Context: an optimization exercise on an open-source flow, tuned for small area, a short achievable clock period and few clock cycles. The choices shown serve that exercise and are no tape-out recipe. At most, simulation tests tie the RTL to the original design; equivalence was not proved. Function not checked in runs 1, 2 and 4 to 6: the RTL went through the layout flow alone. Power figures rest on the tool's default switching activity, not on a simulated workload.

### design/flow/config.mk
export PLATFORM = sky130hd
export DESIGN_NAME = process
export DESIGN_NICKNAME = process
export VERILOG_FILES = /design/flow/design.v
export SDC_FILE = /design/flow/constraint.sdc
export NUM_CORES = 4
export LEC_CHECK = 0
export ABC_CLOCK_PERIOD_IN_PS = 2500
export CAP_MARGIN = 20
export CORE_MARGIN = 2
export CORE_UTILIZATION = 40
export SETUP_SLACK_MARGIN = 5
export SLEW_MARGIN = 20
### design/flow/constraint.sdc
create_clock -name core_clock -period 8.0 [get_ports {clk}]
set_input_delay 1.6000 -clock core_clock [delete_from_list [all_inputs] [get_ports {clk}]]
set_output_delay 1.6000 -clock core_clock [all_outputs]
set_load 0.01 [all_outputs]
### design/flow/design.v
`timescale 1ns / 1ps
module process(
  input clk,
  input rst,
  input [23:0] in_pix,
  output reg [5:0] row, col,
  output reg out_we,
  output reg [23:0] out_pix,
  output reg mirror_done,
  output reg gray_done,
  output reg filter_done
);
localparam integer K  = 4;             
localparam integer NS = 64 / K;        
localparam integer LS = 2 * K + 2;     
localparam [1:0] ST_MIR = 2'd0, ST_GRAY = 2'd1, ST_SHP = 2'd2, ST_DONE = 2'd3;
localparam [2:0] WS_PIX = 3'd0, WS_GRAY = 3'd1, WS_TOP = 3'd2, WS_LAST = 3'd3,
                 WS_LASTF = 3'd4, WS_S = 3'd5, WS_HOLD = 3'd6;
reg [1:0]  stage;
reg [12:0] cnt;       
reg [4:0]  slot;      
wire [12:0] inc = cnt + ((stage == ST_SHP && cnt[6]) ? 13'd64 : 13'd1);
wire [6:0]  sc = cnt[6:0];
wire [4:0]  strip = cnt[11:7];
wire        c64 = sc[6];
wire        c0 = (sc == 7'd0);
wire        s_first = (strip == 0);
wire        s_last = (strip == NS - 1);
wire        s_virt = (strip == NS);
reg [5:0] n_row, n_col;
reg       n_we;
reg [2:0] n_wsel;
reg       n_sr, n_virt, n_proc, n_swap, n_jk;
reg [1:0]  x_stage;
reg [12:0] x_cnt;
reg [4:0]  x_slot;
reg [1:0] hs, lo, cs;
wire [3:0] sm1 = strip[3:0] - 1'b1, sp1 = strip[3:0] + 1'b1;
always @* begin
  n_row = 0; n_col = 0; n_we = 0; n_wsel = WS_S;
  n_sr = 0; n_virt = 0; n_proc = 0; n_swap = 0; n_jk = 0;
  x_stage = stage; x_cnt = cnt; x_slot = slot;
  hs = 0; lo = 0; cs = 0;
  case (stage)
    ST_MIR: begin
      n_row = (slot == 5'd1) ? ~{1'b0, cnt[10:6]} : {1'b0, cnt[10:6]};
      n_col = cnt[5:0];
      n_we  = (slot != 5'd0);
      n_wsel = WS_PIX;
      if (slot == 5'd2) begin
        x_slot = 0;
        x_cnt = inc;
        if (cnt[10:0] == 11'h7ff) begin
          x_stage = ST_GRAY;
          x_cnt = 13'h1fff;
        end
      end else
        x_slot = slot + 1'b1;
    end
    ST_GRAY: begin
      if (!slot[0]) begin
        n_row = inc[11:6];
        n_col = inc[5:0];
        n_wsel = WS_GRAY;
        x_slot = 1;
      end else begin
        n_row = cnt[11:6];
        n_col = cnt[5:0];
        n_we = !cnt[12];
        n_wsel = WS_HOLD;
        x_slot = 0;
        x_cnt = inc;
        if (cnt == 13'h0fff) begin
          x_stage = ST_SHP;
          x_cnt = 0;
        end
      end
    end
    ST_SHP: begin
      hs = 2'd0; lo = 2'd0; cs = 2'd0;
      case (slot[3:0])
        4'd0: begin                                    
          lo = 2'd1; n_sr = 1; n_virt = c64 || s_virt;
        end
        4'd1: begin                                    
          n_sr = 1; n_virt = c64 || s_virt;
          n_wsel = (s_virt || (s_last && !c0)) ? WS_LASTF : WS_LAST;
        end
        4'd2: begin                                    
          n_wsel = WS_HOLD; lo = 2'd3;
          if (c0) begin hs = 2'd1; cs = 2'd3; n_we = !s_first; end
          else begin cs = 2'd2; n_we = (sc != 7'd1); end
        end
        4'd3: begin                                    
          hs = 2'd1; lo = 2'd3; n_sr = 1; n_virt = c64 || s_first;
          n_proc = 1; n_swap = 1;
        end
        4'd4: begin                                    
          hs = 2'd1; lo = 2'd3; n_we = !s_first && !c64; n_wsel = WS_TOP;
        end
        4'd5: begin                                    
          lo = 2'd2; n_sr = 1; n_virt = c64; n_proc = 1;
        end
        4'd6: begin                                    
          cs = 2'd1; n_we = !c0;
        end
        4'd7: begin                                    
          lo = 2'd3; n_sr = 1; n_virt = c64; n_proc = 1; n_jk = 1;
        end
        4'd8: begin                                    
          lo = 2'd1; cs = 2'd1; n_we = !c0;
        end
        4'd9: begin                                    
          hs = 2'd2; n_sr = 1; n_virt = c64 || s_last; n_proc = 1;
        end
        default: begin                                 
          lo = 2'd2; cs = 2'd1; n_we = !c0;
        end
      endcase
      n_row = {(hs == 2'd1) ? sm1 : (hs == 2'd2) ? sp1 : strip[3:0], lo};
      n_col = (cs == 2'd0) ? sc[5:0] : (cs == 2'd1) ? sc[5:0] - 1'b1 :
              (cs == 2'd2) ? sc[5:0] - 2'd2 : 6'd63;
      if (s_virt && slot == 5'd2) begin
        x_stage = ST_DONE;
      end else if (slot == LS) begin
        x_slot = 0;
        x_cnt = inc;
      end else
        x_slot = slot + 1'b1;
    end
    default: ;
  endcase
end
reg t0_sr, t0_virt, t0_proc, t0_swap, t0_jk, t0_c0;
reg t1_sr, t1_virt, t1_proc, t1_swap, t1_jk, t1_c0;
reg t2_proc;
always @(posedge clk) begin
  if (rst) begin
    stage <= ST_MIR;
    cnt <= 0;
    slot <= 5'd1;                    
    row <= 0; col <= 0; out_we <= 0;
    mirror_done <= 0; gray_done <= 0; filter_done <= 0;
    t0_sr <= 0; t0_virt <= 0; t0_proc <= 0; t0_swap <= 0; t0_jk <= 0; t0_c0 <= 0;
  end else begin
    stage <= x_stage; cnt <= x_cnt; slot <= x_slot;
    row <= n_row; col <= n_col; out_we <= n_we;
    mirror_done <= (stage != ST_MIR);
    gray_done <= stage[1];
    filter_done <= (stage == ST_DONE);
    t0_sr <= n_sr; t0_virt <= n_virt; t0_proc <= n_proc;
    t0_swap <= n_swap; t0_jk <= n_jk; t0_c0 <= c0;
  end
end
always @(posedge clk) begin
  t1_sr <= t0_sr; t1_virt <= t0_virt; t1_proc <= t0_proc && t0_sr;
  t1_swap <= t0_swap; t1_jk <= t0_jk; t1_c0 <= t0_c0;
  t2_proc <= t1_proc;
end
reg  [23:0] cap;
wire [7:0] ir = in_pix[23:16];
wire [7:0] cr = cap[23:16], cg = cap[15:8], cb = cap[7:0];
wire [7:0] ig = in_pix[15:8], ib = in_pix[7:0];
reg  rg, rb, gb;                  
wire [7:0] c_mx = (rg && rb) ? cr : (gb ? cg : cb);
wire [7:0] c_mn = (!rg && !rb) ? cr : (!gb ? cg : cb);
wire [8:0] gsum = c_mx + c_mn;
wire [7:0] gval = gsum[8:1];
reg  [7:0]  gu, gm;               
reg  [7:0]  gl_cur, gl_prev;      
reg  [9:0]  vr;                   
reg  [10:0] tr;                   
reg  [9:0]  ra [0:K-1];           
reg  [9:0]  rv [0:K-1];           
wire [7:0]  gnew = t1_virt ? 8'd0 : cap[15:8];
wire [9:0]  vsum = gu + gm + gnew;
wire [9:0]  vold = t1_c0 ? 10'd0 : rv[0];
wire [12:0] tval = {2'b00, gm, 3'b000} + {4'b0000, gm, 1'b0} - {3'b000, vold};
wire [11:0] anew = {1'b0, tr} - {2'b00, vr};
wire [9:0]  asat = anew[11] ? 10'd0 : (anew[10] ? 10'd1023 : anew[9:0]);
wire [10:0] sraw = {1'b0, ra[0]} - {1'b0, vr};
wire [7:0]  sclamp = sraw[10] ? 8'd0 : (|sraw[9:8] ? 8'd255 : sraw[7:0]);
integer e;
always @(posedge clk) begin
  cap <= in_pix;
  rg <= ir >= ig;
  rb <= ir >= ib;
  gb <= ig >= ib;
  vr <= vsum;
  tr <= tval[12] ? 11'd0 : (tval[11] ? 11'd2047 : tval[10:0]);
  if (t1_sr) begin
    gu <= gm;
    gm <= t1_swap ? gu : gnew;
  end
  if (t1_sr && t1_jk) begin
    gl_prev <= gl_cur;
    gl_cur <= gnew;
  end
  if (t2_proc) begin
    for (e = 0; e < K - 1; e = e + 1) begin
      ra[e] <= ra[e + 1];
      rv[e] <= rv[e + 1];
    end
    ra[K - 1] <= asat;
    rv[K - 1] <= vr;
  end
  case (n_wsel)
    WS_PIX:   out_pix <= in_pix;
    WS_GRAY:  out_pix <= {8'd0, gval, 8'd0};
    WS_TOP:   out_pix <= {8'd0, ir, 8'd0};
    WS_LAST:  out_pix <= {sclamp, gl_prev, 8'd0};
    WS_LASTF: out_pix <= {8'd0, sclamp, 8'd0};
    WS_HOLD:  out_pix <= out_pix;
    default:  out_pix <= {8'd0, sclamp, 8'd0};
  endcase
end
endmodule
### design/flow/run.sh
#!/bin/bash
# synth_recipe.tcl (not shown) runs the flow's synth.tcl, then flattens the netlist and writes it again
# the make line also repeats each setting of config.mk as NAME=value (left out here)
make -C /OpenROAD-flow-scripts/flow DESIGN_CONFIG=/design/flow/config.mk WORK_HOME=/design/flow/orfs CLKGATE_MAP_FILE= SYNTH_SCRIPT=/design/flow/synth_recipe.tcl finish
==> metrics.md, run 1 <==
| Metric | Value |
|---|---|
| Violation count after the first detailed-route iteration | around 490 |
| Horizontal die dimension | between 150 and 200 microns |
| Clk buf depth | 3 |
| Root cell of the clock tree | sky130_fd_sc_hd__clkbuf_16 |
| Highest Clock Rate | approximately 0.32 GHz |
| Detailed Place HPWL | between 15,000 and 20,000 microns |
| Maximum vdd ir drop | around 0.14 mV |
| Antenna-violating nets left | 0 |
| Net load switching power | ~840 uW |
| Worst Clk Skew | 0.009213 ns |
| Avg Synthesized Cell Area | approximately 11 sq um |
| Top post-synthesis cells by count | 136 x sky130_fd_sc_hd__edfxtp_1, 97 x sky130_fd_sc_hd__dfxtp_1, 93 x sky130_fd_sc_hd__ha_1 |
| Top-level I/O count | 66 |
| CTS buffer count | 25 |
| Clock power frac | ~36% |
| Cells after synthesis | 1,149 |
| Met3 WL | 1332 microns |
| Setup TNS | 0 ns |
| Kind of start point of the critical path | flop |
| Antenna violations before repair | 0 |
| Required arrival time at the worst endpoint | between 8 and 9 ns |
| Sequential share of power | between 40% and 50% |
| Multiplexer fraction of the synthesized cell area | roughly 2.4% |
| Post-synthesis share of cell area spent on and, or, nand and nor gates | between 10% and 20% |
| Maximum number of pins on one net before global-route repair | between 80 and 90 |
| Detailed Route WL | 28,150 microns |
| Net switching share of the total power | roughly 28% |
| First-pass DRT Iterations | 5 |
| Highest layer used for signal routing | met4 |
| Number of hold-slack violations in the final timing report | 0 |
| Clock edge transition at the registers on the reported setup and hold paths | about 0.060 ns |
| Ranking of synthesized cells by area | sky130_fd_sc_hd__edfxtp_1 33%, sky130_fd_sc_hd__dfxtp_1 16%, sky130_fd_sc_hd__ha_1 9.5% |
| Number of vias after detailed routing | around 8,700 |
| Total grt overflow | 0 |
| # DRC | 0 |
| Wl on met1 | about 13,000 microns |
| Total standard cell area after synthesis | 12,310 sq um |
| Number of enable-type register cells in the synthesized netlist | 136 |
| Weighted congestion at the end of routability-driven global placement | ~0.86 |
| P per Cell Area | around 210 nW/um^2 |
| Clock latency reported for the late side of the worst-skew pair | approximately 0.53 ns |
| Pre-CTS setup slack | 4.245 ns |
| Arrival @ worst endpoint | roughly 3.4 ns |
| Largest family of logic cells by synthesized area | compound AO/OA/AOI/OAI gates |
| Synth warn | 3 |
| Number of global-route vias before repair | ~8,500 |
| Dominant cell by count in the synthesized netlist | sky130_fd_sc_hd__edfxtp_1 |
| Comb power frac | about 19% |
| Status | no timing/DRC/antenna violations |
| Worst min-delay path category | flop to flop |
| Hold Buf Count CTS | 0 |
| Synth area leader | sky130_fd_sc_hd__edfxtp_1 |
| Sinks on the clock net | approximately 230 |
| Count of endpoints failing setup in the final report | 0 |
| Final net count | between 1,000 and 1,500 |
| Number of antenna repair diodes | 0 |
| DR WL/cell | around 17 microns |
| Height of the die | between 150 and 200 microns |
| Critical path start-end classification | flop to flop |
| Standby leakage power | roughly 0.0058 uW |
| DIE AREA | about 32,000 sq um |
| Detailed-route vias per instance | 5.356 |
| Share of the yosys chip area belonging to registers | about 49% |
| Total of max-cap violations | 0 |
| Largest fanout on the critical path | 3 |
| Met2 WL | roughly 13,000 microns |
| Count of H-tree levels built during CTS | 1 |
| Compound-Gate Fraction of Synth Area | about 15% |
| Worst-case headroom to the max-slew limit | 31.42% |
| Tmin final | roughly 3.1 ns |
| Final slew viol count | 0 |
| Min setup slack post-route | between 4 and 5 ns |
| Unrepaired setup endpoints after global routing | true |
| Share of synthesized registers carrying an async set or reset | 0% |
| Share of cells above drive strength 1 | 11.54% |
| Flip-flop cell with the highest count after synthesis | sky130_fd_sc_hd__edfxtp_1 |
| Initial core utilization | about two fifths |
| Area Growth Syn to Fin | 16.86% |
| GRT Util Overall | 17.27% |
| Transition time at the pin with the least slew margin | just over 1 ns |
| Wire length of the first global-routing pass | roughly 46,000 microns |
| Fraction of the mapped netlist area in adder cells | 12.54% |
| IO Port Bufs | 65 |
| Library cells used by synthesis | slightly below 80 |
| TritonCTS clock tree | built |
| Synthesized netlist net count | 1,287 |
| Parity-gate share of the synthesized area counting xor and xnor cells | 3.272% |
| Number of synthesized register bits | about 230 |
| Sort of element at the end of the critical path | flop |
| Post-synth top area share | 33.17% |
| Tcrit/Tclk final | 39.26% |
| Placeable Area | between 30,000 and 40,000 sq um |
| Number of core rows | 64 |
| Power Internal | 2188 uW |
==> final cells by class <==
cell class | count | area, sq um
flip-flops and latches | 233 | 6048
repair buffers | 86 | 803.3
multi-input cells | 775 | 5924
fillers | 2851 | 16040
inverters | 91 | 341.6
clock buffers | 31 | 648.1
well taps | 396 | 495.5
clock inverters | 15 | 127.6
==> cells in the final DEF, fill, tap and decap left out, drive strengths merged, types with 6 or more instances in the layout <==
cell type,n
edfxtp,136
dlymetal6s2s,8
and2,20
nand3,11
o21ai,59
nor2,80
ha,93
mux2,9
a31oi,10
dlygate4sd2,38
a211oi,13
nand4,6
xor2,22
nand2b,22
a21o,20
dfxtp,97
nor3,29
clkdlybuf4s50,19
a21oi,81
buf,21
o211ai,9
clkbuf,31
mux2i,17
a221oi,11
nand2,67
nor2b,30
clkinv,10
inv,93
o31ai,7
xnor2,24
a221o,6
fa,19
and3,7
o21a,18
==> kinds of logic (layout without fill, tap and decap cells) <==
kind of cell / count (synthesis) / after routing
AOI/OAI and AO/OA: 286 / 286
xor gates and xnor gates: 46 / 46
adders and majority gates: 112 / 112
buffers and inverters: 141 / 223
DFF: 233 / 233
muxes: 27 / 27
and+or+nand+nor: 304 / 304
==> stage by stage <==
| stage | instance area (sq um) | power [uW] | hold slack, ns | util, % | cells |
|---|---|---|---|---|---|
| finish | 14390 | 3029 | 0.3244 | 47.29 | 1627 |
| global route | 14390 | 3179 | 0.3351 | 47.29 | 1627 |
| detailed placement | 13280 | 1923 | 0.3138 | 43.65 | 1564 |
| floorplan | 12330 | 1768 | 0.3096 | - | 1149 |
| CTS | 14200 | 3040 | 0.3258 | 46.67 | 1620 |
| global placement | 13270 | 1921 | 0.3119 | 43.60 | 1563 |
==> power groups by stage <==
stage / clock (uW) / combinational, uW / sequential, uW
floorplan: 0 / 412 / 1360
global placement: 0 / 550 / 1370
detailed placement: 0 / 553 / 1370
CTS: 1140 / 564 / 1340
global route: 1180 / 655 / 1350
finish: 1100 / 586 / 1340
==> worst max-delay path: stages, from the launching register on <==
cell	delay [ns]
sky130_fd_sc_hd__dfxtp_4	0.36
sky130_fd_sc_hd__and2_4	0.15
sky130_fd_sc_hd__mux4_2	0.47
sky130_fd_sc_hd__a22o_1	0.24
sky130_fd_sc_hd__fa_2	0.35
sky130_fd_sc_hd__a211o_1	0.26
sky130_fd_sc_hd__a31o_2	0.24
sky130_fd_sc_hd__a21oi_2	0.16
sky130_fd_sc_hd__xnor2_1	0.08
sky130_fd_sc_hd__a221o_1	0.30
sky130_fd_sc_hd__a221oi_2	0.20
sky130_fd_sc_hd__nor3_2	0.06
==> registers in the layout, indices dropped and copies added, names as in the netlist, 2 cells and up <==
signal and flops:
gl_cur 8, gl_prev 8, gu 8, gm 8, out_pix 24, cap 24
stage 2, vr 10, ra 40, tr 11, rv 40, cnt 13
col 6, row 6, slot 5
==> timing repair <==
action | in CTS | in global routing
hold endpoints to repair | 0 | 0
setup buffers | 10 | 7
setup endpoints to repair | 93 | 77
gates resized for setup | 70 | 41
pin swaps | 14 | 15
==> final timing paths <==
kind	end	from	slack, ns	depth (start not counted)
max	out_pix[13]$_DFFE_PP_	cap[8]$_DFF_P_	4.86	11
max reg2reg	out_pix[13]$_DFFE_PP_	cap[8]$_DFF_P_	4.86	11
min	t2_proc$_DFF_P_	t1_proc$_DFF_P_	0.32	0
min reg2reg	t2_proc$_DFF_P_	t1_proc$_DFF_P_	0.32	0
==> per-layer routing <==
layer  vias to the layer above  global-route usage, %
li1                       4269                      -
met1                      4196                  23.53
met2                       200                  28.43
met3                        49                  2.877
met4                         0                  4.846
met5                         -                      0
==> run 2, diff against run 1 <==
==> design/flow/flow/run.sh (new file) <==
#!/bin/bash
set -euo pipefail
bash standard.sh SETUP_SLACK_MARGIN=5.6 finish > standard_flow.log 2>&1
==> design/flow/standard.sh (new file) <==
#!/bin/bash
# synth_recipe.tcl (not shown) runs the flow's synth.tcl, then flattens the netlist and writes it again
# the make line also repeats each setting of config.mk as NAME=value (left out here)
make -C /OpenROAD-flow-scripts/flow DESIGN_CONFIG=/design/flow/config.mk WORK_HOME=/design/flow/orfs CLKGATE_MAP_FILE= SYNTH_SCRIPT=/design/flow/synth_recipe.tcl "${@:-finish}"
removed: design/flow/run.sh
==> metrics.md, run 2 <==
| Metric | Value |
|---|---|
| Final Hold Slack | ~0.32 ns |
| Worst-case headroom to the max-slew limit | 30.45% |
| Status | no timing/DRC/antenna violations |
| Share of cells above drive strength 1 | 32.82% |
| Number of antenna repair diodes | 0 |
| Largest fanout on the critical path | 3 |
| Highest Clock Rate | approximately 0.32 GHz |
| IO Port Bufs | 65 |
| Total standard cell area after synthesis | approximately 12,000 sq um |
| Maximum vdd ir drop | between 0.15 and 0.2 mV |
| Clock edge transition at the registers on the reported setup and hold paths | 0.07 ns |
| Share of synthesized registers carrying an async set or reset | 0% |
| Master of the slowest instance on the critical path | sky130_fd_sc_hd__mux4_2 |
| Clock power frac | between 30 and 40% |
| Area Growth Syn to Fin | 29.88% |
| Net switching share of the total power | between 20 and 30% |
| Most used cells in the layout excluding fill and tap cells | 136 x sky130_fd_sc_hd__edfxtp_1, 73 x sky130_fd_sc_hd__nor2_1, 70 x sky130_fd_sc_hd__inv_1 |
| CTS buffer count | 26 |
| Weighted congestion at the end of routability-driven global placement | ~0.85 |
| Synthesized netlist net count | approximately 1,300 |
| Antenna-violating nets left | 0 |
| Net load switching power | ~900 uW |
| Wire length of the first global-routing pass | between 40,000 and 50,000 microns |
| P per Cell Area | just over 200 nW/um^2 |
| Root cell of the clock tree | sky130_fd_sc_hd__clkbuf_16 |
| Worst Hold Depth | 0 |
| Critical path start-end classification | flop to flop |
| Cells after synthesis | between 1,000 and 1,500 |
| Worst Clk Skew | between 0.01 and 0.015 ns |
| Tcrit/Tclk final | about two fifths |
| Maximum number of pins on one net before global-route repair | between 80 and 90 |
| Number of core rows | 64 |
| Library cells used by synthesis | around 80 |
| First-pass DRT Iterations | 6 |
| GRT met2 Usage | between 30% and 40% |
| Arrival @ worst endpoint | between 3 and 4 ns |
| Sort of element at the end of the critical path | flop |
| Final net count | approximately 1,400 |
| Kind of start point of the critical path | flop |
| Count of H-tree levels built during CTS | 1 |
| TritonCTS clock tree | built |
| Unrepaired setup endpoints after global routing | true |
| Total grt overflow | 0 |
| DR WL/cell | approximately 18 microns |
| # DRC | 0 |
| Detailed Route WL | 31,110 microns |
| Maximum cell stage delay along the critical path | 0.48 ns |
| Detailed Place HPWL | between 20,000 and 25,000 microns |
| DIE AREA | about 32,000 sq um |
| Avg Synthesized Cell Area | about 11 sq um |
| Sinks on the clock net | 233 |
| Worst Reg-to-Reg Cells | 11 |
| Setup TNS | 0 ns |
| M1 GR Usage | 26.18% |
| Detailed-route vias per instance | between 5 and 6 |
| Utilization after layout | between 50% and 60% |
| Violation count after the first detailed-route iteration | roughly 580 |
| Pre-CTS setup slack | 4.278 ns |
| Comb power frac | around 22% |
| Global-route layer with the greatest usage | met2 |
| Synth area leader | sky130_fd_sc_hd__edfxtp_1 |
| Ranking of synthesized cells by area | sky130_fd_sc_hd__edfxtp_1 33%, sky130_fd_sc_hd__dfxtp_1 16%, sky130_fd_sc_hd__ha_1 9.5% |
| Min setup slack post-route | between 4 and 5 ns |
| Worst path depth | 11 |
| Top post-synthesis cells by count | 136 x sky130_fd_sc_hd__edfxtp_1, 97 x sky130_fd_sc_hd__dfxtp_1, 93 x sky130_fd_sc_hd__ha_1 |
| Number of hold-slack violations in the final timing report | 0 |
| Number of synthesized register bits | about 230 |
| Number of enable-type register cells in the synthesized netlist | around 140 |
| Worst min-delay path category | flop to flop |
| Tmin final | approximately 3.1 ns |
| Synth warn | 3 |
| Height of the die | between 150 and 200 microns |
| Power Internal | 2388 uW |
| Share of the yosys chip area belonging to registers | 48.94% |
| Top delay family on crit path | compound AO/OA/AOI/OAI gates |
| Clock latency reported for the late side of the worst-skew pair | ~0.53 ns |
| List of cells traversed by the critical path | and2_1 -> mux4_2 -> a22o_1 -> fa_2 -> a211o_1 -> a31o_2 -> a21oi_2 -> xnor2_1 -> a221o_1 -> a221oi_2 -> nor3_1 |
| Post-synth top area share | ~33% |
| GRT Util Overall | between 10% and 20% |
| Count of endpoints failing setup in the final report | 0 |
| Initial core utilization | about two fifths |
| Most frequent standard cell in the layout excluding fill and tap cells | sky130_fd_sc_hd__edfxtp_1 |
| Dominant cell by count in the synthesized netlist | sky130_fd_sc_hd__edfxtp_1 |
| Sequential share of power | about 40% |
| Top-level I/O count | 66 |
| CP bufs+invs | 0 |
| Total of max-cap violations | 0 |
| Horizontal die dimension | 179.5 microns |
| Largest registers in the final layout | ra x40, rv x40 |
| Clk buf depth | 3 |
| Antenna violations before repair | 0 |
| Required arrival time at the worst endpoint | between 8 and 9 ns |
| Standby leakage power | about 0.0063 uW |
| Transition time at the pin with the least slew margin | about 1.0 ns |
| Number of vias after detailed routing | 9,171 |
| Flip-flop cell with the highest count after synthesis | sky130_fd_sc_hd__edfxtp_1 |
| GR met3 Demand/Resource | 2.674% |
| Final slew viol count | 0 |
| Number of global-route vias before repair | around 9,000 |
| Placeable Area | ~30,000 sq um |
-- run 2: changes by cell type in the layout (fill, tap and decap cells not counted), moves of 13 or more --
cell	before	now
sky130_fd_sc_hd__inv_1	89	70
sky130_fd_sc_hd__buf_6	2	30
sky130_fd_sc_hd__buf_2	0	31
sky130_fd_sc_hd__dfxtp_1	85	55
sky130_fd_sc_hd__buf_4	17	66
sky130_fd_sc_hd__ha_1	87	61
sky130_fd_sc_hd__o21ai_1	1	15
sky130_fd_sc_hd__inv_2	2	15
sky130_fd_sc_hd__dlygate4sd2_1	38	8
sky130_fd_sc_hd__a21oi_1	78	53
sky130_fd_sc_hd__ha_4	2	25
sky130_fd_sc_hd__a21oi_2	3	27
sky130_fd_sc_hd__dfxtp_2	9	29
sky130_fd_sc_hd__o21ai_0	58	40
-- run 2: repair_timing --
action	CTS	global route
pin swaps	60	51
hold buffers	0	0
endpoints found under the hold margin	0	0
setup endpoints to repair	149	142
gates cloned	5	2
gates resized for setup	377	91
setup buffers	65	16
-- run 2: worst reg2reg max path, delay by kind of cell, from the launching register on --
family | cells | cell delay [ns]
xor+xnor | 1 | 0.08
compound gates | 6 | 1.37
fa+ha+maj | 1 | 0.35
simple gates | 2 | 0.23
flops | 1 | 0.36
mux | 1 | 0.48
-- run 2: path summary, 6_finish.rpt --
path | start | endpoint | slack [ns]
max | cap[8]$_DFF_P_ | out_pix[13]$_DFFE_PP_ | 4.87
min | t0_swap$_SDFF_PP0_ | t1_swap$_DFF_P_ | 0.32
max reg2reg | cap[8]$_DFF_P_ | out_pix[13]$_DFFE_PP_ | 4.87
min reg2reg | t0_swap$_SDFF_PP0_ | t1_swap$_DFF_P_ | 0.32
-- run 2: cell type report --
class	count	area [sq um]
fill	2648	14440
multi-input combinational	779	6817
sequential	233	6111
timing repair buffer	153	1305
clock buffer	33	719.4
tap	396	495.5
inverter	91	380.4
clock inverter	15	165.2
-- run 2: per-stage QoR --
step	area (sq um)	instances	total power, uW
floorplan	12820	1149	1803
global placement	13670	1564	1955
detailed placement	13670	1564	1959
CTS	15520	1682	3281
global route	15990	1700	3449
finish	15990	1700	3303
-- run 2: per-layer routing --
| layer | part of all wire [%] | up-vias |
|---|---|---|
| met5 | 0 | - |
| li1 | - | 4417 |
| met1 | 46 | 4478 |
| met3 | 4.3 | 56 |
| met4 | 2.7 | 0 |
| met2 | 46 | 220 |
-- run 2: cells by family (layout without fill, tap and decap cells) --
family	Yosys count	in the layout	share of synthesized area (%)
compound gates	286	289	15.48
xor+xnor	46	46	3.272
fa+ha+maj	112	112	12.54
buf+inv	141	292	4.593
flops	233	233	48.94
mux	27	27	2.388
simple gates	304	305	12.79
-- run 2: power groups by stage --
stage / combinational, uW / sequential (uW) / clock [uW]
2_1_floorplan: 445 / 1360 / 0
3_3_place_gp: 582 / 1370 / 0
3_5_place_dp: 586 / 1370 / 0
4_1_cts: 680 / 1340 / 1260
5_1_grt: 797 / 1350 / 1300
6_report: 731 / 1350 / 1230
==> run 3, diff against run 2 <==
--- a/design/flow/design.v
+++ b/design/flow/design.v
@@ -162,4 +162,3 @@
 wire [7:0] cr = cap[23:16], cg = cap[15:8], cb = cap[7:0];
-wire [7:0] ig = in_pix[15:8], ib = in_pix[7:0];
-reg  rg, rb, gb;                  
+wire rg = cr >= cg, rb = cr >= cb, gb = cg >= cb;
 wire [7:0] c_mx = (rg && rb) ? cr : (gb ? cg : cb);
@@ -185,5 +184,2 @@
   cap <= in_pix;
-  rg <= ir >= ig;
-  rb <= ir >= ib;
-  gb <= ig >= ib;
   vr <= vsum;
==> design/flow/run.sh (new file) <==
#!/bin/bash
# synth_recipe.tcl (not shown) runs the flow's synth.tcl, then flattens the netlist and writes it again
# the make line also repeats each setting of config.mk as NAME=value (left out here)
make -C /OpenROAD-flow-scripts/flow DESIGN_CONFIG=/design/flow/config.mk WORK_HOME=/design/flow/orfs CLKGATE_MAP_FILE= SYNTH_SCRIPT=/design/flow/synth_recipe.tcl finish
removed: design/flow/flow/run.sh
removed: design/flow/standard.sh
==> metrics.md, run 3 <==
| Metric | Value |
|---|---|
| Worst-case headroom to the max-slew limit | between 30% and 40% |
| Min setup slack post-route | 4.300 ns |
| Dominant cell by count in the synthesized netlist | sky130_fd_sc_hd__edfxtp_1 |
| Weighted congestion at the end of routability-driven global placement | between 0.8 and 0.9 |
| DR WL/cell | 17.20 microns |
| Synth area leader | sky130_fd_sc_hd__edfxtp_1 |
| Tcrit/Tclk final | 46.25% |
| Synthesized netlist net count | between 1,000 and 1,500 |
| Maximum cell stage delay along the critical path | approximately 0.36 ns |
| Most frequent standard cell in the layout excluding fill and tap cells | sky130_fd_sc_hd__edfxtp_1 |
| Unrepaired setup endpoints after global routing | true |
| FF-to-FF End | out_pix[15]$_DFFE_PP_ |
| Total standard cell area after synthesis | around 12,000 sq um |
| Maximum vdd ir drop | approximately 0.19 mV |
| Synth warn | 3 |
| Master of the slowest instance on the critical path | sky130_fd_sc_hd__dfxtp_4 |
| Flip-flop cell with the highest count after synthesis | sky130_fd_sc_hd__edfxtp_1 |
| Top delay family on crit path | compound AO/OA/AOI/OAI gates |
| Share of cells above drive strength 1 | between 20% and 30% |
| Post-route total power | 3269 uW |
| Kind of start point of the critical path | flop |
| Avg Synthesized Cell Area | 10.25 sq um |
| Arrival @ worst endpoint | approximately 4.0 ns |
| Post-synth top area share | between 30% and 40% |
| Height of the die | about 180 microns |
| Largest fanout on the critical path | 5 |
| Sort of element at the end of the critical path | flop |
| Top post-synthesis cells by count | 136 x sky130_fd_sc_hd__edfxtp_1, 108 x sky130_fd_sc_hd__a21oi_1, 100 x sky130_fd_sc_hd__nor2_1 |
| First-pass DRT Iterations | 5 |
| Detailed Route WL | between 20,000 and 30,000 microns |
| Sinks on the clock net | between 200 and 250 |
| Library cells used by synthesis | between 70 and 80 |
| Area Growth Syn to Fin | 27.57% |
| Cells after synthesis | between 1,000 and 1,500 |
| Count of endpoints failing setup in the final report | 0 |
| Footprint of the flip-flops and latches | 6015 sq um |
| Share of the yosys chip area belonging to registers | just under 50% |
| GRT Util Overall | 18.26% |
| Largest registers in the final layout | ra x40, rv x40 |
| Layout fillers | roughly 2,600 |
| Number of global-route vias before repair | 8,692 |
| Critical path start-end classification | flop to flop |
| Antenna violations before repair | 0 |
| CTS buffer count | 27 |
| Detailed Place HPWL | about 20,000 microns |
| Worst Reg-to-Reg Cells | 21 |
| Number of enable-type register cells in the synthesized netlist | 136 |
| Horizontal die dimension | ~180 microns |
| List of cells traversed by the critical path | inv_2 -> ha_4 -> a21o_1 -> a21oi_2 -> o21ai_4 -> buf_4 -> buf_4 -> nand4_1 -> nand4_4 -> nor2_4 -> fa_2 -> nor2b_1 -> o21ai_1 -> nand2b_1 -> a21o_1 -> a21o_1 -> a21o_1 -> a21oi_2 -> o21ai_1 -> a221oi_1 -> o21ai_1 |
| DIE AREA | 31,460 sq um |
| Total grt overflow | 0 |
| Worst path depth | 21 |
| Worst Clk Skew | about 0.01 ns |
| Number of core rows | 63 |
| Placeable Area | 29,640 sq um |
| Antenna-violating nets left | 0 |
| Highest Clock Rate | between 0.2 and 0.3 GHz |
| Termination of the worst setup path | out_pix[15]$_DFFE_PP_ |
| Ranking of synthesized cells by area | sky130_fd_sc_hd__edfxtp_1 34%, sky130_fd_sc_hd__dfxtp_1 16%, sky130_fd_sc_hd__ha_1 9.7% |
| # DRC | 0 |
| Final Hold Slack | ~0.32 ns |
| Share of synthesized registers carrying an async set or reset | 0% |
| Wire length of the first global-routing pass | ~46,000 microns |
| Initial core utilization | around 40% |
| Hold Buf Count CTS | 0 |
| IO Port Bufs | 65 |
| Status | no timing/DRC/antenna violations |
| Violation count after the first detailed-route iteration | ~660 |
| Setup TNS | 0 ns |
| Reg-to-reg critical path startpoint | cap[14]$_DFF_P_ |
| Count of H-tree levels built during CTS | 1 |
| Number of hold-slack violations in the final timing report | 0 |
| Top-level I/O count | 66 |
| Pre-CTS setup slack | around 3.8 ns |
| CP bufs+invs | 3 |
| Root cell of the clock tree | sky130_fd_sc_hd__clkbuf_16 |
| Final slew viol count | 0 |
| TritonCTS clock tree | built |
| Required arrival time at the worst endpoint | slightly above 8 ns |
| Total of max-cap violations | 0 |
| Worst reg-to-reg setup slack | ~4.3 ns |
| Clock edge transition at the registers on the reported setup and hold paths | about 0.06 ns |
| Clk buf depth | 3 |
| Maximum number of pins on one net before global-route repair | 81 |
| Number of antenna repair diodes | 0 |
| Area used by multi-input combinational logic | 6272 sq um |
| Number of synthesized register bits | between 200 and 250 |
| Number of vias after detailed routing | 9,099 |
| Clock latency reported for the late side of the worst-skew pair | 0.54 ns |
| Most used cells in the layout excluding fill and tap cells | 136 x sky130_fd_sc_hd__edfxtp_1, 91 x sky130_fd_sc_hd__nor2_1, 85 x sky130_fd_sc_hd__nand2_1 |
| P per Cell Area | between 200 and 250 nW/um^2 |
| Transition time at the pin with the least slew margin | between 1 and 1.5 ns |
| CP most frequent cell | sky130_fd_sc_hd__a21o_1 |
| Worst min-delay path category | flop to flop |
| Standby leakage power | 0.006132 uW |
| Final net count | ~1,400 |
| Tmin final | roughly 3.7 ns |
| Detailed-route vias per instance | between 5 and 6 |
| Critical path origin | cap[14]$_DFF_P_ |
-- run 3: changes by cell type in the layout (fill, tap and decap cells not counted), moves of 12 or more --
| cell | delta |
|---|---|
| sky130_fd_sc_hd__o21a_1 | -14 |
| sky130_fd_sc_hd__nor2_1 | +18 |
| sky130_fd_sc_hd__a21oi_1 | +26 |
| sky130_fd_sc_hd__o21ai_0 | +17 |
| sky130_fd_sc_hd__nand2_1 | +27 |
| sky130_fd_sc_hd__buf_6 | -19 |
| sky130_fd_sc_hd__xor2_1 | -12 |
| sky130_fd_sc_hd__ha_1 | +12 |
| sky130_fd_sc_hd__dfxtp_1 | +14 |
| sky130_fd_sc_hd__dlygate4sd2_1 | +20 |
| sky130_fd_sc_hd__buf_2 | -31 |
| sky130_fd_sc_hd__clkdlybuf4s50_1 | +22 |
-- run 3: repair_timing --
item | CTS | global route
endpoints found under the setup margin | 91 | 75
resized for setup | 136 | 94
setup buffers | 54 | 20
gates cloned | 4 | 0
pin swaps | 55 | 54
-- run 3: per-stage QoR --
stage | area (sq um) | cells | util, %
5_1_grt | 15340 | 1709 | 51.74
4_1_cts | 14820 | 1689 | 50.01
6_report | 15340 | 1709 | 51.74
2_1_floorplan | 12140 | 1173 | -
3_3_place_gp | 13070 | 1581 | 44.08
3_5_place_dp | 13070 | 1581 | 44.08
-- run 3: where the power goes --
group | switching [uW] | internal (uW)
combinational | 372 | 334
sequential | 34.2 | 1290
clock | 487 | 755
total | 893 | 2380
-- run 3: logic make-up after synthesis --
kind of cell	count (synthesis)	synth area share, %
simple gates	327	13.43
compound gates	312	15.96
flops	230	49.63
buf+inv	145	4.652
fa+ha+maj	112	12.84
xor+xnor	40	2.914
mux	7	0.5829
-- run 3: worst min-delay path by stage --
stage | start | end | cells past startpoint | slack (ns)
2_1_floorplan | t0_c0$_SDFF_PP0_ | t1_c0$_DFF_P_ | 0 | 0.31
3_3_place_gp | t0_swap$_SDFF_PP0_ | t1_swap$_DFF_P_ | 0 | 0.31
3_5_place_dp | t0_jk$_SDFF_PP0_ | t1_jk$_DFF_P_ | 0 | 0.31
4_1_cts | t0_c0$_SDFF_PP0_ | t1_c0$_DFF_P_ | 0 | 0.32
5_1_grt | t0_c0$_SDFF_PP0_ | t1_c0$_DFF_P_ | 0 | 0.33
6_report | t0_c0$_SDFF_PP0_ | t1_c0$_DFF_P_ | 0 | 0.32
-- run 3: final cells by class --
class                      count  share of cell area, %
multi-input combinational    801                  40.90
sequential                   230                  39.22
timing repair buffer         143                  8.460
clock buffer                  34                  4.577
tap                          390                  3.182
inverter                      95                  2.358
clock inverter                16                  1.305
-- run 3: layer usage --
layer	GRT usage [%]	part of all wire [%]	vias to the layer above	wire length [microns]
li1	-	-	4430	-
met1	25.22	45	4311	13210
met2	29.54	46	281	13500
met3	2.485	5.9	77	1728
met4	6.216	3.3	0	967
met5	0	0	-	0
Testbench counts of run 3, summed over its fixed seeds: cycles 309,372.
==> run 4, diff against run 3 <==
--- a/design/flow/design.v
+++ b/design/flow/design.v
@@ -162,6 +162,6 @@
 wire [7:0] cr = cap[23:16], cg = cap[15:8], cb = cap[7:0];
-wire rg = cr >= cg, rb = cr >= cb, gb = cg >= cb;
-wire [7:0] c_mx = (rg && rb) ? cr : (gb ? cg : cb);
-wire [7:0] c_mn = (!rg && !rb) ? cr : (!gb ? cg : cb);
-wire [8:0] gsum = c_mx + c_mn;
+wire [7:0] ig = in_pix[15:8], ib = in_pix[7:0];
+reg  rg, rb, gb;                  
+wire [8:0] s_rg = cr + cg, s_rb = cr + cb, s_gb = cg + cb;
+wire [8:0] gsum = (rg != rb) ? s_gb : (rg == gb) ? s_rb : s_rg;
 wire [7:0] gval = gsum[8:1];
@@ -170,3 +170,3 @@
 reg  [9:0]  vr;                   
-reg  [10:0] tr;                   
+reg  [12:0] tr;                   
 reg  [9:0]  ra [0:K-1];           
@@ -177,4 +177,4 @@
 wire [12:0] tval = {2'b00, gm, 3'b000} + {4'b0000, gm, 1'b0} - {3'b000, vold};
-wire [11:0] anew = {1'b0, tr} - {2'b00, vr};
-wire [9:0]  asat = anew[11] ? 10'd0 : (anew[10] ? 10'd1023 : anew[9:0]);
+wire [12:0] anew = tr - {3'b000, vr};
+wire [9:0]  asat = anew[12] ? 10'd0 : (|anew[11:10] ? 10'd1023 : anew[9:0]);
 wire [10:0] sraw = {1'b0, ra[0]} - {1'b0, vr};
@@ -184,4 +184,7 @@
   cap <= in_pix;
+  rg <= ir >= ig;
+  rb <= ir >= ib;
+  gb <= ig >= ib;
   vr <= vsum;
-  tr <= tval[12] ? 11'd0 : (tval[11] ? 11'd2047 : tval[10:0]);
+  tr <= tval;
   if (t1_sr) begin
==> metrics.md, run 4 <==
| Metric | Value |
|---|---|
| Status | no timing/DRC/antenna violations |
| Worst-case headroom to the max-slew limit | between 30% and 40% |
| Tcrit/Tclk final | a little under two fifths |
| Post-synth top area share | approximately a third |
| Wire length of the first global-routing pass | between 40,000 and 50,000 microns |
| Cells after synthesis | around 1,100 |
| Share of synthesized registers carrying an async set or reset | 0% |
| GRT Util Overall | around 17% |
| Worst Clk Skew | roughly 0.041 ns |
| Library cells used by synthesis | between 70 and 80 |
| Clock edge transition at the registers on the reported setup and hold paths | roughly 0.070 ns |
| Number of hold-slack violations in the final timing report | 0 |
| Root cell of the clock tree | sky130_fd_sc_hd__clkbuf_16 |
| Summed area of non-filler cells in the final layout | 14,590 sq um |
| Utilization after layout | 47.68% |
| Cell area reported after detailed placement | ~13,000 sq um |
| Most used cells in the layout excluding fill and tap cells | 136 x sky130_fd_sc_hd__edfxtp_1, 94 x sky130_fd_sc_hd__ha_1, 90 x sky130_fd_sc_hd__dfxtp_1 |
| Maximum cell stage delay along the critical path | a little over 0.4 ns |
| Worst min-delay path category | flop to flop |
| Largest fanout on the critical path | 4 |
| Cell total after placement | between 1,500 and 2,000 |
| Cell Count, Final, Fillers Out | approximately 1,600 |
| Detailed-route vias per instance | roughly 5.4 |
| Area Growth Syn to Fin | 17.62% |
| Number of vias after detailed routing | ~9,000 |
| Final Hold Slack | ~0.32 ns |
| Total of max-cap violations | 0 |
| Number of global-route vias before repair | around 8,400 |
| Final net count | about 1,300 |
| Weighted congestion at the end of routability-driven global placement | about 0.85 |
| IO Port Bufs | 65 |
| Footprint of the flip-flops and latches | roughly 6100 sq um |
| DIE AREA | 32,430 sq um |
| Number of core rows | 64 |
| Kind of start point of the critical path | flop |
| P per Cell Area | approximately 220 nW/um^2 |
| # DRC | 0 |
| Detailed Place HPWL | between 15,000 and 20,000 microns |
| Critical path start-end classification | flop to flop |
| Arrival @ worst endpoint | ~3.4 ns |
| Share of the yosys chip area belonging to registers | about half |
| Setup TNS | 0 ns |
| Number of antenna repair diodes | 0 |
| Tmin final | about 3 ns |
| Share of cells above drive strength 1 | a little under an eighth |
| First-pass DRT Iterations | 5 |
| Ranking of synthesized cells by area | sky130_fd_sc_hd__edfxtp_1 33%, sky130_fd_sc_hd__dfxtp_1 16%, sky130_fd_sc_hd__ha_1 10% |
| Synthesized netlist net count | 1,282 |
| Master of the slowest instance on the critical path | sky130_fd_sc_hd__o311a_1 |
| Avg Synthesized Cell Area | approximately 11 sq um |
| Count of endpoints failing setup in the final report | 0 |
| CP most frequent cell | sky130_fd_sc_hd__mux2_2 |
| Final slew viol count | 0 |
| Clk buf depth | 3 |
| Sort of element at the end of the critical path | flop |
| Unrepaired setup endpoints after global routing | true |
| Area used by multi-input combinational logic | between 6000 and 7000 sq um |
| Antenna-violating nets left | 0 |
| Flip-flop cell with the highest count after synthesis | sky130_fd_sc_hd__edfxtp_1 |
| CTS buffer count | 26 |
| Initial core utilization | just over 40% |
| Largest registers in the final layout | ra x40, rv x40 |
| CP bufs+invs | 0 |
| List of cells traversed by the critical path | xnor2_4 -> mux2_2 -> ha_1 -> nand3_1 -> mux2_2 -> a211oi_2 -> a2111oi_2 -> xor2_1 -> o311a_1 -> a311oi_2 |
| Placeable Area | 30,590 sq um |
| Height of the die | 180.1 microns |
| Layout fillers | about 2,800 |
| Top delay family on crit path | compound AO/OA/AOI/OAI gates |
| Clock latency reported for the late side of the worst-skew pair | 0.56 ns |
| Required arrival time at the worst endpoint | 8.38 ns |
| Sinks on the clock net | 235 |
| Synth warn | 3 |
| Maximum vdd ir drop | between 0.15 and 0.2 mV |
| Horizontal die dimension | 180.1 microns |
| Synth area leader | sky130_fd_sc_hd__edfxtp_1 |
| Violation count after the first detailed-route iteration | between 700 and 800 |
| Standby leakage power | between 0.005 and 0.006 uW |
| Maximum number of pins on one net before global-route repair | 81 |
| Count of H-tree levels built during CTS | 1 |
| Top post-synthesis cells by count | 136 x sky130_fd_sc_hd__edfxtp_1, 100 x sky130_fd_sc_hd__ha_1, 99 x sky130_fd_sc_hd__dfxtp_1 |
| TritonCTS clock tree | built |
| Antenna violations before repair | 0 |
| Detailed Route WL | 28,500 microns |
| DR WL/cell | 17.65 microns |
| Highest Clock Rate | roughly 0.34 GHz |
| Transition time at the pin with the least slew margin | about 1 ns |
| Top-level I/O count | 66 |
| Most frequent standard cell in the layout excluding fill and tap cells | sky130_fd_sc_hd__edfxtp_1 |
| Total grt overflow | 0 |
| Dominant cell by count in the synthesized netlist | sky130_fd_sc_hd__edfxtp_1 |
| Number of enable-type register cells in the synthesized netlist | around 140 |
| Number of synthesized register bits | ~240 |
| Total standard cell area after synthesis | between 10,000 and 15,000 sq um |
-- run 4: cell types whose count changed after synthesis, sizes merged, moves of 14 or more --
cell | previous run | this run
o21a | 4 | 22
clkbuf | 42 | 28
nand2 | 90 | 58
mux2 | 0 | 15
o21ai | 90 | 56
a21oi | 108 | 71
nor2 | 100 | 72
-- run 4: final cells by class --
| class | count | share of cell area, % |
|---|---|---|
| clock buffers | 30 | 4.564 |
| flip-flops and latches | 235 | 41.68 |
| well taps | 396 | 3.397 |
| repair buffers | 74 | 4.881 |
| inverters | 84 | 2.162 |
| clock inverters | 18 | 1.330 |
| multi-input cells | 778 | 41.98 |
-- run 4: metrics by stage --
step                      power, uW  setup slack [ns]
final                          3145             5.027
after global placement         1921             4.346
after global routing           3293             4.913
after floorplan                1768             5.008
after CTS                      3145             4.925
after detailed placement       1925             4.294
-- run 4: layer usage --
metal / global-route usage (%) / share of wire [%] / vias up / wire length, microns
met5: 0 / 0 / - / 0
met4: 5.065 / 2.9 / 0 / 817
met3: 2.728 / 4.8 / 61 / 1375
met2: 26.79 / 45 / 233 / 12710
met1: 25.05 / 48 / 4201 / 13590
li1: - / - / 4273 / -
-- run 4: what timing repair did --
item                                    4_1_cts  5_1_grt
pin swaps                                     5        9
hold buffers                                  0        0
gates resized for setup                      53       52
buffers inserted                              2        0
endpoints found under the setup margin       78       58
-- run 4: power breakdown --
part           switching (uW)  internal (uW)  total, uW
registers                37.4           1320       1360
clock network             509            700       1210
logic                     321            259        581
-- run 4: kinds of logic after synthesis --
group / synth area share [%]
compound gates: 16.30
xor+xnor: 3.118
fa+ha+maj: 13.32
buf+inv: 3.864
flops: 48.92
mux: 2.169
simple gates: 12.32
-- run 4: path summary, 6_finish.rpt --
check                   from               endpoint  slack (ns)  cells past startpoint
max reg2reg       gb$_DFF_P_  out_pix[14]$_DFFE_PP_        5.03                     10
max               gb$_DFF_P_  out_pix[14]$_DFFE_PP_        5.03                     10
min          t1_proc$_DFF_P_        t2_proc$_DFF_P_        0.32                      0
min reg2reg  t1_proc$_DFF_P_        t2_proc$_DFF_P_        0.32                      0
==> run 5, diff against run 4 <==
--- a/design/flow/config.mk
+++ b/design/flow/config.mk
@@ -11,2 +11,4 @@
 export CORE_UTILIZATION = 40
+export CTS_CLUSTER_DIAMETER = 120
+export CTS_CLUSTER_SIZE = 30
 export SETUP_SLACK_MARGIN = 5
==> metrics.md, run 5 <==
| Metric | Value |
|---|---|
| Reg-to-reg critical path startpoint | rg$_DFF_P_ |
| Most used cells in the layout excluding fill and tap cells | 136 x sky130_fd_sc_hd__edfxtp_1, 95 x sky130_fd_sc_hd__ha_1, 89 x sky130_fd_sc_hd__dfxtp_1 |
| CTS buffer count | 12 |
| Top post-synthesis cells by count | 136 x sky130_fd_sc_hd__edfxtp_1, 100 x sky130_fd_sc_hd__ha_1, 99 x sky130_fd_sc_hd__dfxtp_1 |
| Post-synth top area share | ~33% |
| Share of the yosys chip area belonging to registers | around 50% |
| Number of vias after detailed routing | approximately 8,600 |
| Worst reg-to-reg setup slack | roughly 5 ns |
| Number of synthesized register bits | 235 |
| Dominant cell by count in the synthesized netlist | sky130_fd_sc_hd__edfxtp_1 |
| Worst min-delay path category | flop to flop |
| CP bufs+invs | 1 |
| Master of the slowest instance on the critical path | sky130_fd_sc_hd__dfxtp_2 |
| Number of enable-type register cells in the synthesized netlist | between 100 and 150 |
| DR WL/cell | 17.59 microns |
| Cells after synthesis | approximately 1,100 |
| Antenna-violating nets left | 0 |
| Top-level I/O count | 66 |
| Highest Clock Rate | ~0.33 GHz |
| Standby leakage power | 0.005488 uW |
| Critical path origin | rg$_DFF_P_ |
| Final slew viol count | 0 |
| DIE AREA | roughly 32,000 sq um |
| Antenna violations before repair | 0 |
| Critical path start-end classification | flop to flop |
| P per Cell Area | 187.7 nW/um^2 |
| Fraction of the mapped netlist area in adder cells | between 10% and 20% |
| Library cells used by synthesis | 77 |
| Clock latency reported for the late side of the worst-skew pair | 0.50 ns |
| Weighted congestion at the end of routability-driven global placement | approximately 0.85 |
| GRT Util Overall | 16.93% |
| Sinks on the clock net | between 200 and 250 |
| Layout fillers | around 2,900 |
| Placeable Area | a little over 30,000 sq um |
| Count of H-tree levels built during CTS | 1 |
| Status | no timing/DRC/antenna violations |
| GR met3 Demand/Resource | around 2.4% |
| Number of hold-slack violations in the final timing report | 0 |
| Top delay family on crit path | compound AO/OA/AOI/OAI gates |
| Clock edge transition at the registers on the reported setup and hold paths | 0.12 ns |
| Compound-Gate Fraction of Synth Area | between 15 and 20% |
| Largest family of logic cells by synthesized area | compound AO/OA/AOI/OAI gates |
| Initial core utilization | between 40 and 50% |
| Maximum vdd ir drop | 0.1081 mV |
| Min setup slack post-route | ~5 ns |
| Wire length of the first global-routing pass | about 45,000 microns |
| Post-synthesis share of cell area spent on and, or, nand and nor gates | between 10% and 20% |
| Worst-case headroom to the max-slew limit | 30.56% |
| Violation count after the first detailed-route iteration | 740 |
| Total of max-cap violations | 0 |
| Total standard cell area after synthesis | ~12,000 sq um |
| Most frequent standard cell in the layout excluding fill and tap cells | sky130_fd_sc_hd__edfxtp_1 |
| M1 GR Usage | between 20% and 30% |
| Required arrival time at the worst endpoint | 8.23 ns |
| Pre-CTS setup slack | between 4 and 5 ns |
| Sort of element at the end of the critical path | flop |
| Avg Synthesized Cell Area | approximately 11 sq um |
| Utilization after layout | about 46% |
| Synth area leader | sky130_fd_sc_hd__edfxtp_1 |
| Kind of start point of the critical path | flop |
| # DRC | 0 |
| Root cell of the clock tree | sky130_fd_sc_hd__clkbuf_16 |
| Horizontal die dimension | roughly 180 microns |
| First-pass DRT Iterations | 5 |
| Detailed-route vias per instance | ~5.4 |
| List of cells traversed by the critical path | xnor2_4 -> buf_4 -> mux2i_1 -> nor2b_1 -> fa_2 -> a21oi_2 -> o31ai_4 -> o311a_1 -> o21ai_0 -> a22oi_1 -> a221oi_2 -> a311oi_2 |
| Number of global-route vias before repair | 8,282 |
| Ranking of synthesized cells by area | sky130_fd_sc_hd__edfxtp_1 33%, sky130_fd_sc_hd__dfxtp_1 16%, sky130_fd_sc_hd__ha_1 10% |
| Detailed Place HPWL | between 15,000 and 20,000 microns |
| Flip-flop cell with the highest count after synthesis | sky130_fd_sc_hd__edfxtp_1 |
| Multiplexer fraction of the synthesized cell area | roughly 2.2% |
| Setup TNS | 0 ns |
| Global-route layer with the greatest usage | met2 |
| Share of synthesized registers carrying an async set or reset | 0% |
| IO Port Bufs | 65 |
| Final net count | around 1,300 |
| Maximum cell stage delay along the critical path | 0.38 ns |
| Total grt overflow | 0 |
| Largest registers in the final layout | ra x40, rv x40 |
| Worst Clk Skew | approximately 0.033 ns |
| Number of core rows | 64 |
| GRT met2 Usage | 26.28% |
| Count of endpoints failing setup in the final report | 0 |
| Tmin final | 2.995 ns |
| Transition time at the pin with the least slew margin | approximately 1.0 ns |
| Share of cells above drive strength 1 | under 10% |
| Number of antenna repair diodes | 0 |
| Synthesized netlist net count | 1,282 |
| Area Growth Syn to Fin | 13.58% |
| TritonCTS clock tree | built |
| Parity-gate share of the synthesized area counting xor and xnor cells | between 3 and 4% |
| Maximum number of pins on one net before global-route repair | between 80 and 90 |
| Startpoint of the lowest-slack hold path | t1_proc$_DFF_P_ |
| Largest fanout on the critical path | 4 |
| Detailed Route WL | approximately 28,000 microns |
| Arrival @ worst endpoint | between 3 and 4 ns |
| Clk buf depth | 3 |
| Unrepaired setup endpoints after global routing | true |
| Height of the die | about 180 microns |
| Final Hold Slack | around 0.30 ns |
| Synth warn | 3 |
| Tcrit/Tclk final | between 30% and 40% |
==> run 5: cell types whose count changed in the layout (fill, tap and decap cells not counted), sizes merged <==
cell / previous run / this run
buf: 9 / 10
clkbuf: 30 / 17
dlygate4sd2: 35 / 16
clkinvlp: 2 / 0
inv: 86 / 85
dlymetal6s2s: 7 / 10
clkdlybuf4s50: 23 / 39
clkinv: 11 / 2
bufinv: 3 / 0
==> run 5: stage by stage <==
stage	std cells	total power [uW]	area [sq um]
floorplan	1136	1768	12400
global placement	1564	1921	13440
detailed placement	1565	1925	13460
CTS	1587	2657	13920
global route	1588	2781	14080
finish	1588	2644	14080
==> run 5: final timing paths <==
path | cells past startpoint | end
setup / recovery | 12 | out_pix[15]$_DFFE_PP_
hold reg to reg | 0 | t2_proc$_DFF_P_
setup reg to reg | 12 | out_pix[15]$_DFFE_PP_
hold / removal | 0 | t2_proc$_DFF_P_
==> run 5: where the power goes <==
part	switching [uW]	total, uW	internal [uW]
logic	316	575	259
registers	37.1	1350	1320
clock network	402	715	313
total	755	2640	1890
==> run 5: kinds of logic after synthesis <==
group / count (synthesis)
simple gates: 296
compound gates: 295
flops: 235
buf+inv: 123
fa+ha+maj: 120
xor+xnor: 42
mux: 25
==> run 5: per-layer routing <==
layer,part of all wire (%),up-vias
li1,-,4223
met2,45,178
met4,2.1,0
met1,49,4169
met5,0,-
met3,4.3,47
==> run 5: cell type report <==
cell class | instances | area [sq um] | area share [%]
well taps | 396 | 495.5 | 3.518
flip-flops and latches | 235 | 6083 | 43.19
inverters | 84 | 315.3 | 2.239
repair buffers | 75 | 750.7 | 5.330
clock inverters | 3 | 43.79 | 0.3109
multi-input cells | 778 | 6056 | 43.00
clock buffers | 17 | 340.3 | 2.416
==> run 5: what timing repair did <==
action	in CTS	in global routing
hold buffers	0	0
pin swaps	4	6
resized for setup	37	41
setup buffers	2	1
endpoints found under the setup margin	58	58
==> run 6, diff against run 5 <==
==> design/flow/flow/run.sh (new file) <==
#!/bin/bash
set -euo pipefail
bash standard.sh SETUP_SLACK_MARGIN=5.4 finish > standard_flow.log 2>&1
==> design/flow/standard.sh (new file) <==
#!/bin/bash
# synth_recipe.tcl (not shown) runs the flow's synth.tcl, then flattens the netlist and writes it again
# the make line also repeats each setting of config.mk as NAME=value (left out here)
make -C /OpenROAD-flow-scripts/flow DESIGN_CONFIG=/design/flow/config.mk WORK_HOME=/design/flow/orfs CLKGATE_MAP_FILE= SYNTH_SCRIPT=/design/flow/synth_recipe.tcl "${@:-finish}"
--- a/design/flow/config.mk
+++ b/design/flow/config.mk
@@ -12,4 +12,3 @@
 export CTS_CLUSTER_DIAMETER = 120
-export CTS_CLUSTER_SIZE = 30
-export SETUP_SLACK_MARGIN = 5
+export CTS_CLUSTER_SIZE = 25
 export SLEW_MARGIN = 20
removed: design/flow/run.sh
==> metrics.md, run 6 <==
| Metric | Value |
|---|---|
| Clock latency reported for the late side of the worst-skew pair | between 0.4 and 0.5 ns |
| Total of max-cap violations | 0 |
| Share of synthesized registers carrying an async set or reset | 0% |
| Power Internal | ~2000 uW |
| Most used cells in the layout excluding fill and tap cells | 136 x sky130_fd_sc_hd__edfxtp_1, 78 x sky130_fd_sc_hd__dfxtp_1, 77 x sky130_fd_sc_hd__ha_1 |
| Root cell of the clock tree | sky130_fd_sc_hd__clkbuf_16 |
| Final Hold Slack | about 0.31 ns |
| Area Growth Syn to Fin | 22.85% |
| Number of core rows | between 60 and 70 |
| IO Port Bufs | between 60 and 70 |
| Status | no timing/DRC/antenna violations |
| P per Cell Area | 182.6 nW/um^2 |
| Cells after synthesis | 1,136 |
| Placeable Area | between 30,000 and 40,000 sq um |
| # DRC | 0 |
| Synth warn | 3 |
| Violation count after the first detailed-route iteration | roughly 610 |
| TritonCTS clock tree | built |
| Unrepaired setup endpoints after global routing | true |
| Net load switching power | between 800 and 900 uW |
| Comb power frac | roughly a quarter |
| Master of the slowest instance on the critical path | sky130_fd_sc_hd__dfxtp_4 |
| Initial core utilization | roughly two fifths |
| Final net count | between 1,000 and 1,500 |
| CP bufs+invs | 1 |
| Most frequent standard cell in the layout excluding fill and tap cells | sky130_fd_sc_hd__edfxtp_1 |
| Synthesized netlist net count | ~1,300 |
| Share of the yosys chip area belonging to registers | about half |
| Maximum vdd ir drop | about 0.12 mV |
| Required arrival time at the worst endpoint | just over 8 ns |
| Total standard cell area after synthesis | between 10,000 and 15,000 sq um |
| List of cells traversed by the critical path | xnor2_4 -> buf_12 -> mux2_4 -> ha_4 -> or2_2 -> a21oi_4 -> a211oi_2 -> a2111oi_2 -> xor2_1 -> o311a_1 -> a311oi_2 |
| Flip-flop cell with the highest count after synthesis | sky130_fd_sc_hd__edfxtp_1 |
| Worst Reg-to-Reg Cells | 11 |
| Top-level I/O count | 66 |
| FF-to-FF End | out_pix[14]$_DFFE_PP_ |
| Largest fanout on the critical path | 4 |
| Dominant cell by count in the synthesized netlist | sky130_fd_sc_hd__edfxtp_1 |
| Number of vias after detailed routing | 8,934 |
| Detailed-route vias per instance | roughly 5.4 |
| Clock power frac | between 20% and 30% |
| Critical path start-end classification | flop to flop |
| Horizontal die dimension | between 150 and 200 microns |
| Tmin final | approximately 3.0 ns |
| Transition time at the pin with the least slew margin | 1.029 ns |
| Highest Clock Rate | approximately 0.33 GHz |
| Sinks on the clock net | 235 |
| Number of antenna repair diodes | 0 |
| Summed area of non-filler cells in the final layout | 15,230 sq um |
| Number of synthesized register bits | about 240 |
| Library cells used by synthesis | 77 |
| Startpoint of the lowest-slack hold path | t0_c0$_SDFF_PP0_ |
| Avg Synthesized Cell Area | between 10 and 15 sq um |
| Antenna-violating nets left | 0 |
| Ranking of synthesized cells by area | sky130_fd_sc_hd__edfxtp_1 33%, sky130_fd_sc_hd__dfxtp_1 16%, sky130_fd_sc_hd__ha_1 10% |
| Tcrit/Tclk final | between 30% and 40% |
| Post-route total power | about 2800 uW |
| Hold Buf Count CTS | 0 |
| Synth area leader | sky130_fd_sc_hd__edfxtp_1 |
| Worst path depth | 11 |
| Top delay family on crit path | compound AO/OA/AOI/OAI gates |
| Net switching share of the total power | 29.12% |
| Top post-synthesis cells by count | 136 x sky130_fd_sc_hd__edfxtp_1, 100 x sky130_fd_sc_hd__ha_1, 99 x sky130_fd_sc_hd__dfxtp_1 |
| DR WL/cell | between 15 and 20 microns |
| Total grt overflow | 0 |
| Detailed Route WL | about 30,000 microns |
| GRT Util Overall | ~18% |
| Maximum cell stage delay along the critical path | 0.38 ns |
| Height of the die | about 180 microns |
| Count of H-tree levels built during CTS | 1 |
| Largest registers in the final layout | ra x40, rv x40 |
| Sequential share of power | 48.8% |
| Cell area reported after detailed placement | around 14,000 sq um |
| Worst-case headroom to the max-slew limit | 31.38% |
| Layout fillers | about 2,800 |
| Detailed Place HPWL | between 15,000 and 20,000 microns |
| Share of cells above drive strength 1 | 25.99% |
| Worst Hold Depth | 0 |
| Worst min-delay path category | flop to flop |
| Arrival @ worst endpoint | 3.33 ns |
| Worst Clk Skew | about 0.023 ns |
| Post-synth top area share | between 30% and 40% |
| Standby leakage power | just under 0.006 uW |
| First-pass DRT Iterations | 5 |
| Clk buf depth | 3 |
| Final slew viol count | 0 |
| Weighted congestion at the end of routability-driven global placement | 0.8648 |
| Setup TNS | 0 ns |
| Count of endpoints failing setup in the final report | 0 |
| Number of hold-slack violations in the final timing report | 0 |
| Worst reg-to-reg setup slack | ~5 ns |
| Number of global-route vias before repair | ~8,600 |
| DIE AREA | between 30,000 and 40,000 sq um |
| Sort of element at the end of the critical path | flop |
| Antenna violations before repair | 0 |
| Maximum number of pins on one net before global-route repair | 81 |
| Number of enable-type register cells in the synthesized netlist | 136 |
| Wire length of the first global-routing pass | 46,680 microns |
| Kind of start point of the critical path | flop |
| CTS buffer count | 13 |
| Reg-to-reg critical path startpoint | gb$_DFF_P_ |
| Clock edge transition at the registers on the reported setup and hold paths | 0.11 ns |
| Worst hold endpoint | t1_c0$_DFF_P_ |
run 6: cell counts after synthesis:
Identical to the previous run, type by type.
run 6: final cells by class:
class | instances | area, sq um | area share (%)
Timing Repair Buffer | 138 | 1075 | 7.055
Multi-Input combinational cell | 780 | 6835 | 44.87
Clock inverter | 2 | 20.02 | 0.1314
Sequential cell | 235 | 6117 | 40.15
Inverter | 84 | 344.1 | 2.259
Clock buffer | 19 | 347.8 | 2.283
Tap cell | 396 | 495.5 | 3.252
run 6: cell families (layout without fill, tap and decap cells):
kind of cell    count (synthesis)  in the layout  share of synthesized area, %
simple gates                  296            296                         12.32
compound gates                295            295                         16.30
flops                         235            235                         48.92
buf+inv                       123            243                         3.864
fa+ha+maj                     120            120                         13.32
xor+xnor                       42             43                         3.118
mux                            25             26                         2.169
run 6: per-stage QoR:
| step | cells | utilization (%) | worst slack [ns] |
|---|---|---|---|
| floorplan | 1136 | - | 5.202 |
| global placement | 1560 | 44.34 | 4.332 |
| detailed placement | 1560 | 44.36 | 4.298 |
| CTS | 1612 | 47.08 | 5.055 |
| global route | 1654 | 49.80 | 4.891 |
| finish | 1654 | 49.80 | 4.985 |
run 6: worst max-delay path by stage:
stage / start / to / slack [ns]
final: gb$_DFF_P_ / out_pix[14]$_DFFE_PP_ / 4.99
after global routing: gb$_DFF_P_ / out_pix[14]$_DFFE_PP_ / 4.89
after CTS: gb$_DFF_P_ / out_pix[15]$_DFFE_PP_ / 5.06
after detailed placement: in_pix[8] / rg$_DFF_P_ / 4.30
after global placement: in_pix[8] / rg$_DFF_P_ / 4.33
after floorplan: in_pix[16] / rg$_DFF_P_ / 5.20
run 6: what timing repair did:
item                                    4_1_cts  5_1_grt
endpoints found under the setup margin      138      100
buffers inserted                             30       40
gates resized for setup                     293      119
cloned                                        1        2
pin swaps                                    27       61
run 6: power by group through the flow:
stage                     Sequential, uW  Clock, uW  Combinational [uW]
after floorplan                     1370          0                 414
after global placement              1380          0                 555
after detailed placement            1380          0                 560
after CTS                           1350        726                 637
after global routing                1360        765                 793
final                               1360        702                 723
run 6: metal layers:
layer	wire length, microns	global-route usage [%]	share of wire (%)
met2	14060	28.86	47
met5	0	0	0
met4	450	3.129	1.5
met1	14120	25.49	47
met3	1156	2.021	3.9

==> afterwards: timing with drivers on the ports <==
The results above use ideal ports. As a check the final layouts listed here were re-extracted and re-timed, cells and wires unchanged. Step 1, drivers: a clkbuf_16 drives clk and a buf_2 each remaining input, both assumed. Step 2 also shifts input and output timing later by t, the mid clock arrival at the registers, as if the neighbouring blocks saw the same clock. Slacks: no drivers / after step 1 / after step 2; pairs: no drivers / after step 1.
run | t (ns) | setup slack, ns | worst hold slack (ns) | latest minus earliest clock arrival (ns)
run 1 | 0.577 | 4.859 / 4.859 / 4.546 | 0.324 / 0.324 / 0.324 | 0.010 / 0.010
run 2 | 0.572 | 4.866 / 4.866 / 4.856 | 0.324 / 0.324 / 0.324 | 0.017 / 0.016
run 3 | 0.587 | 4.300 / 4.300 / 4.300 | 0.322 / 0.322 / 0.322 | 0.010 / 0.011
run 4 | 0.584 | 5.027 / 5.009 / 4.508 | 0.319 / 0.319 / 0.319 | 0.040 / 0.040
run 5 | 0.524 | 5.005 / 4.993 / 4.598 | 0.300 / 0.300 / 0.300 | 0.054 / 0.055
run 6 | 0.518 | 4.985 / 4.985 / 4.735 | 0.306 / 0.306 / 0.306 | 0.026 / 0.025
After both steps setup and hold are still met in every run listed. For run 4, which loses most, drivers alone change the setup slack by -0.018 ns; drivers and shift together by -0.519 ns.
